This is an optimization exercise on Yosys and OpenROAD, whose aim is small area, a short achievable clock period and few clock cycles per item, not a production implementation. For this run, only the layout was checked, not whether the RTL still works.

===== design/flow/config.mk =====
export PLATFORM = sky130hd
export DESIGN_NAME = top
export DESIGN_NICKNAME = top
export VERILOG_FILES = /design/flow/design.v
export SDC_FILE = /design/flow/constraint.sdc
export NUM_CORES = 4
export LEC_CHECK = 0
export CAP_MARGIN = 20
export CORE_MARGIN = 2
export CORE_UTILIZATION = 40
export SETUP_SLACK_MARGIN = 2.5
export SLEW_MARGIN = 20

===== design/flow/constraint.sdc =====
create_clock -name core_clock -period 7.0 [get_ports {clk}]
set_input_delay 1.4000 -clock core_clock [delete_from_list [all_inputs] [get_ports {clk}]]
set_output_delay 1.4000 -clock core_clock [all_outputs]
set_load 0.01 [all_outputs]

===== design/flow/design.v =====
module addc (
	input  wire [31:0] x,
	input  wire [31:0] y,
	input  wire        ci,
	output wire [31:0] s,
	output wire        ones
);
localparam N = 32;
localparam L = 5;
wire [N-1:0] p0 = x ^ y;
wire [N-1:0] g0 = x & y;
reg [N-1:0] G;
reg [N-1:0] P;
reg [N-1:0] c;
integer l, i;
always @* begin
	G = g0;
	P = p0;
	for (l = 0; l < L; l = l + 1)
		for (i = 0; i < N; i = i + 1)
			if ((i >> l) & 1) begin
				G[i] = G[i] | (P[i] & G[((i >> l) << l) - 1]);
				P[i] = P[i] & P[((i >> l) << l) - 1];
			end
	c[0] = ci;
	for (i = 1; i < N; i = i + 1)
		c[i] = G[i-1] | (P[i-1] & ci);
end
assign s    = p0 ^ c;
assign ones = P[N-1];
endmodule
module top(
		input wire [31:0] opa,
		input wire [31:0] opb,
		input wire start,
		input wire rst,
		input wire clk,
		output reg done,
		output reg [31:0] result
);
reg        busy;
reg        sb;      
reg  [4:0] k;
reg [32:0] a;
reg [31:0] b;
wire sub = a[0] & b[0];
wire [31:0] xh = a[32:1] & {32{b[0]}};
wire [31:0] yh = {1'b0, b[31:1]} & {32{(a[0] | ~b[0]) & ~sb}};
wire        inv = sub & ~a[32];
wire [31:0] yi  = yh ^ {32{inv}};
wire [31:0] dh;
wire        deq;
addc u_add(.x(xh), .y(yi), .ci(sub), .s(dh), .ones(deq));
wire za  = (a == 33'd0);
wire eqt = sub & deq;
wire fin = za | eqt;
wire kz  = (k == 5'd0);
always @* begin
	done   = busy & fin & kz;
	result = b;
end
wire accept = start & (~busy | done);
wire [2:0] tz = xh[2:0] ^ yi[2:0] ^ {3{sub}};
reg  [31:0] ds;
always @* begin
	if (tz[0])      ds = dh;
	else if (tz[1]) ds = {{1{dh[31]}}, dh[31:1]};
	else if (tz[2]) ds = {{2{dh[31]}}, dh[31:2]};
	else            ds = {{3{dh[31]}}, dh[31:3]};
end
wire        bcopy = ~b[0] | (sub & (dh[31] ^ a[32]));
wire [31:0] aabs  = a[32] ? {~a[31:1], 1'b1} : a[31:0];
reg  [4:0] kin;
wire [31:0] oab = opa | opb;
integer i;
always @* begin
	kin = 5'd0;
	for (i = 31; i >= 0; i = i - 1)
		if (oab[i]) kin = i[4:0];
	if (opa == 32'd0 || opb == 32'd0) kin = 5'd0;
end
always @(posedge clk or negedge rst) begin
	if (~rst) begin
		busy <= 1'b0;
	end else begin
		busy <= start | (busy & ~done);
	end
end
always @(posedge clk) begin
	sb <= fin & ~accept;
	if (accept) begin
		a <= {1'b0, opa};
		b <= opb;
		k <= kin;
	end else begin
		a <= {ds[31], ds};
		if (fin) begin
			b <= {b[30:0], 1'b0};
			k <= k - 5'd1;
		end else if (bcopy)
			b <= aabs;
	end
end
endmodule

===== design/flow/flow/run.sh =====
#!/bin/bash
# Standard layout, with plain buf_1 cells as the port buffers.
set -euo pipefail
export BUFFER_PORTS_ARGS="-buffer_cell sky130_fd_sc_hd__buf_1"
bash standard.sh > standard.log 2>&1

===== design/flow/standard.sh =====
#!/bin/bash
# synth_recipe.tcl (not shown) runs the flow's synth.tcl, then flattens the netlist and writes it again
# the make line also repeats each setting of config.mk as NAME=value (left out here)
make -C /OpenROAD-flow-scripts/flow DESIGN_CONFIG=/design/flow/config.mk WORK_HOME=/design/flow/orfs CLKGATE_MAP_FILE= SYNTH_SCRIPT=/design/flow/synth_recipe.tcl "${@:-finish}"

==> flow_summary.json <==
{
  "dp_hpwl_um": 20560,
  "clk_pin_slew_ns": 0.06,
  "mostFrequentLayoutCells": "nand2_1, o21ai_0, buf_1",
  "place_ws_ns": 1.278,
  "cp-end-kind": "primary output",
  "ios": 100,
  "layout_commonest_cell": "nand2_1",
  "hold_violations": 0,
  "finClkSkew_ns": 0.01016,
  "fmax_ghz": 0.2227,
  "antenna_found_initial": 0,
  "grt_overflow": 0,
  "avgRoutedWirePerCell_um": 22.06,
  "regArea_mm2": 0.001819,
  "ys_ff_latch": 72,
  "fin_crit_ns": 4.490,
  "h-tree-depth": 3,
  "clock-sinks": 72,
  "critPathRequiredTime_ns": 5.60,
  "syn_nets": 1072,
  "status": "timing/DRC/antenna clean",
  "wirelength_um": 28980,
  "tightestPinTransition_ns": 0.9740,
  "grt.total_usage_pct": 28.69,
  "maxCapViolations": 0,
  "crit_chain": "buf_12 -> and2_4 -> nand2b_4 -> xor2_1 -> ha_1 -> nand3_2 -> nor4_4 -> a31oi_4 -> and3b_1 -> buf_2",
  "finalCritPeriodShare_pct": 64.15,
  "synth_cell_types": 87,
  "drt_iter0_markers": 978,
  "vias": 8124,
  "slew_headroom_pct": 34.75,
  "worstPathMaxFanout": 13,
  "hold_buffers": 0,
  "critPathBufInv": 2,
  "die_area_mm2": 0.01951,
  "yosys-top-cells-area": "edfxtp_1, dfxtp_1, nand2_1",
  "rows": 49,
  "coreArea_mm2": 0.01802,
  "areaGrowthSynthToFinish_pct": 19.90,
  "layout_setup_ws_ns": 2.510,
  "rsz0062_at_grt": "yes",
  "worstSetupPathType": "reg2out",
  "synth_top_cell_by_area": "edfxtp_1",
  "start_util_pct": 40.85,
  "max_stage_delay_ns": 0.50,
  "port-buffer-count": 99,
  "multi_input_area_mm2": 0.005519,
  "cts_buffer_depth": 2,
  "fillers": 1815,
  "yosysTopAreaCellShare_pct": 15.09,
  "crit_path_top_delay_cell": "ha_1",
  "ant_nets": 0,
  "first_pass_iters": 6,
  "layout-drive-gt1-share_pct": 11.52,
  "yosysWarnings": 2,
  "root_buffer": "clkbuf_16",
  "grt_pass1_vias": 7289,
  "synth_edf_count": 37,
  "drv_slew": 0,
  "syn_area_mm2": 0.007363,
  "synthArstFlopShare_pct": 1.389,
  "ys_seq_area_share_pct": 24.67,
  "dpl.cell_count": 1256,
  "start_kind": "flop",
  "die_w_um": 139.7,
  "setup_tns_ns": 0,
  "hp-class": "reg2reg",
  "instances_no_fill": 1314,
  "avgViaCountPerCell": 6.183,
  "yosys_most_used_dff": "edfxtp_1",
  "finalSetupViolCount": 0,
  "syn_avg_cell_area_um2": 7.575,
  "synth_cells": 972,
  "place.gp.congestion": 0.9682,
  "nNetsFinal": 1180,
  "cp_top_family": "simple AND/OR/NAND/NOR gates",
  "clk_latency_ns": 0.36,
  "grt_pass1_wl_um": 43200,
  "antennaDiodeCount": 0,
  "grt_max_degree": 52,
  "cts_tree": "built",
  "crit_arrival_ns": 3.09,
  "drc_errors": 0,
  "numCtsBuffers": 9,
  "die_h_um": 139.7
}
final timing paths:
kind                                      from               to  cells past startpoint  slack [ns]
min in group asynchronous                  rst   busy$_DFF_PN0_                      1        0.79
worst max-delay path            b[0]$_DFFE_PP_             done                     10        2.51
max in group asynchronous                  rst   busy$_DFF_PN0_                      1        6.11
worst min register to register  busy$_DFF_PN0_   busy$_DFF_PN0_                      2        0.59
worst max register to register  b[0]$_DFFE_PP_  b[22]$_DFFE_PP_                     15        2.53
worst min-delay path            busy$_DFF_PN0_   busy$_DFF_PN0_                      2        0.59
worst reg2reg max path, cell delays in order, from the launching register on:
cell	delay, ns
edfxtp_1	0.44
buf_12	0.16
and2_4	0.18
nand2b_4	0.17
buf_12	0.20
xor2_1	0.28
ha_2	0.42
o21a_1	0.25
a21oi_4	0.31
o211ai_4	0.21
a211oi_1	0.40
o21a_1	0.28
xnor2_1	0.13
o2111ai_4	0.35
buf_4	0.23
buf_12	0.16
flip-flops by register name, indices dropped and copies added (netlist names):
| register | count |
|---|---|
| b | 32 |
| busy | 1 |
| sb | 1 |
| k | 5 |
| a | 33 |
final cells by class:
| class | instances | area share [%] |
|---|---|---|
| Multi-Input combinational cell | 827 | 62.51 |
| Sequential cell | 72 | 20.61 |
| Tap cell | 229 | 3.245 |
| Timing Repair Buffer | 153 | 9.651 |
| Clock buffer | 9 | 2.551 |
| Inverter | 17 | 0.7228 |
| Clock inverter | 7 | 0.7086 |
per-layer routing:
layer | share of wire [%] | GRT usage [%]
met2 | 45 | 45.61
met5 | 0 | 0
met4 | 3.0 | 10.37
met1 | 44 | 40.64
met3 | 8.2 | 2.719
kinds of logic (layout without fill, tap and decap cells):
family | Yosys count | in the layout | share of synthesized area (%)
xor gates and xnor gates | 97 | 97 | 11.84
muxes | 8 | 8 | 1.138
adders and majority gates | 33 | 33 | 5.709
DFF | 72 | 72 | 24.67
AOI/OAI and AO/OA | 290 | 291 | 26.56
and+or+nand+nor | 396 | 398 | 25.79
buffers and inverters | 76 | 186 | 4.282
what timing repair did:
action | CTS | global route
buffers inserted | 33 | 6
setup endpoints to repair | 107 | 29
cloned | 2 | 1
resized for setup | 38 | 11
pin swaps | 25 | 14
stage by stage:
stage          hold slack, ns  utilization, %  area, um^2
2_1_floorplan          0.5030               -        7383
3_3_place_gp           0.5856           44.11        7951
3_5_place_dp           0.5779           44.11        7951
4_1_cts                0.5901           48.23        8693
5_1_grt                0.6211           48.98        8828
6_report               0.5890           48.98        8828
synth_stat cells (7+ instances only):
library cell / instances
edfxtp_1: 37
and2_1: 35
nand3_1: 14
o221ai_1: 8
nand2b_1: 8
o31ai_1: 7
xnor2_1: 53
a22oi_1: 7
nor4_1: 28
nor3_1: 16
a211oi_1: 12
nand2_1: 155
ha_1: 32
buf_2: 11
dfxtp_1: 34
xor2_1: 41
o21a_1: 11
inv_1: 17
a21oi_1: 40
o21ai_0: 105
a31oi_1: 8
clkbuf_1: 38
o22ai_1: 7
a21o_1: 10
nor2_1: 85
nand4_1: 11

[what the ideal ports hide]
No port has a modelled driver above. Below, the same layout with a new extraction and two added sets of constraints. Step 1: set_driving_cell puts a clkbuf_16 on clk and a buf_2 on each other input, an assumption about the parent block. Step 2 times the ports against the registers' clock, not the clock port: input delays grow and output delays shrink by t, the midpoint of the rising clock arrivals with the driver on. a / b / c = ideal / step 1 / step 2; a / b = the first two.
t (ns): 0.402
slack for setup (ns): 2.510 / 2.464 / 2.533
latest minus earliest clock arrival (ns): 0.011 / 0.010
cell pins on the clock port's net: 1
After both steps setup and hold are still met in this run. The setup slack of this run moves by -0.046 ns with the drivers and by +0.023 ns with both steps.
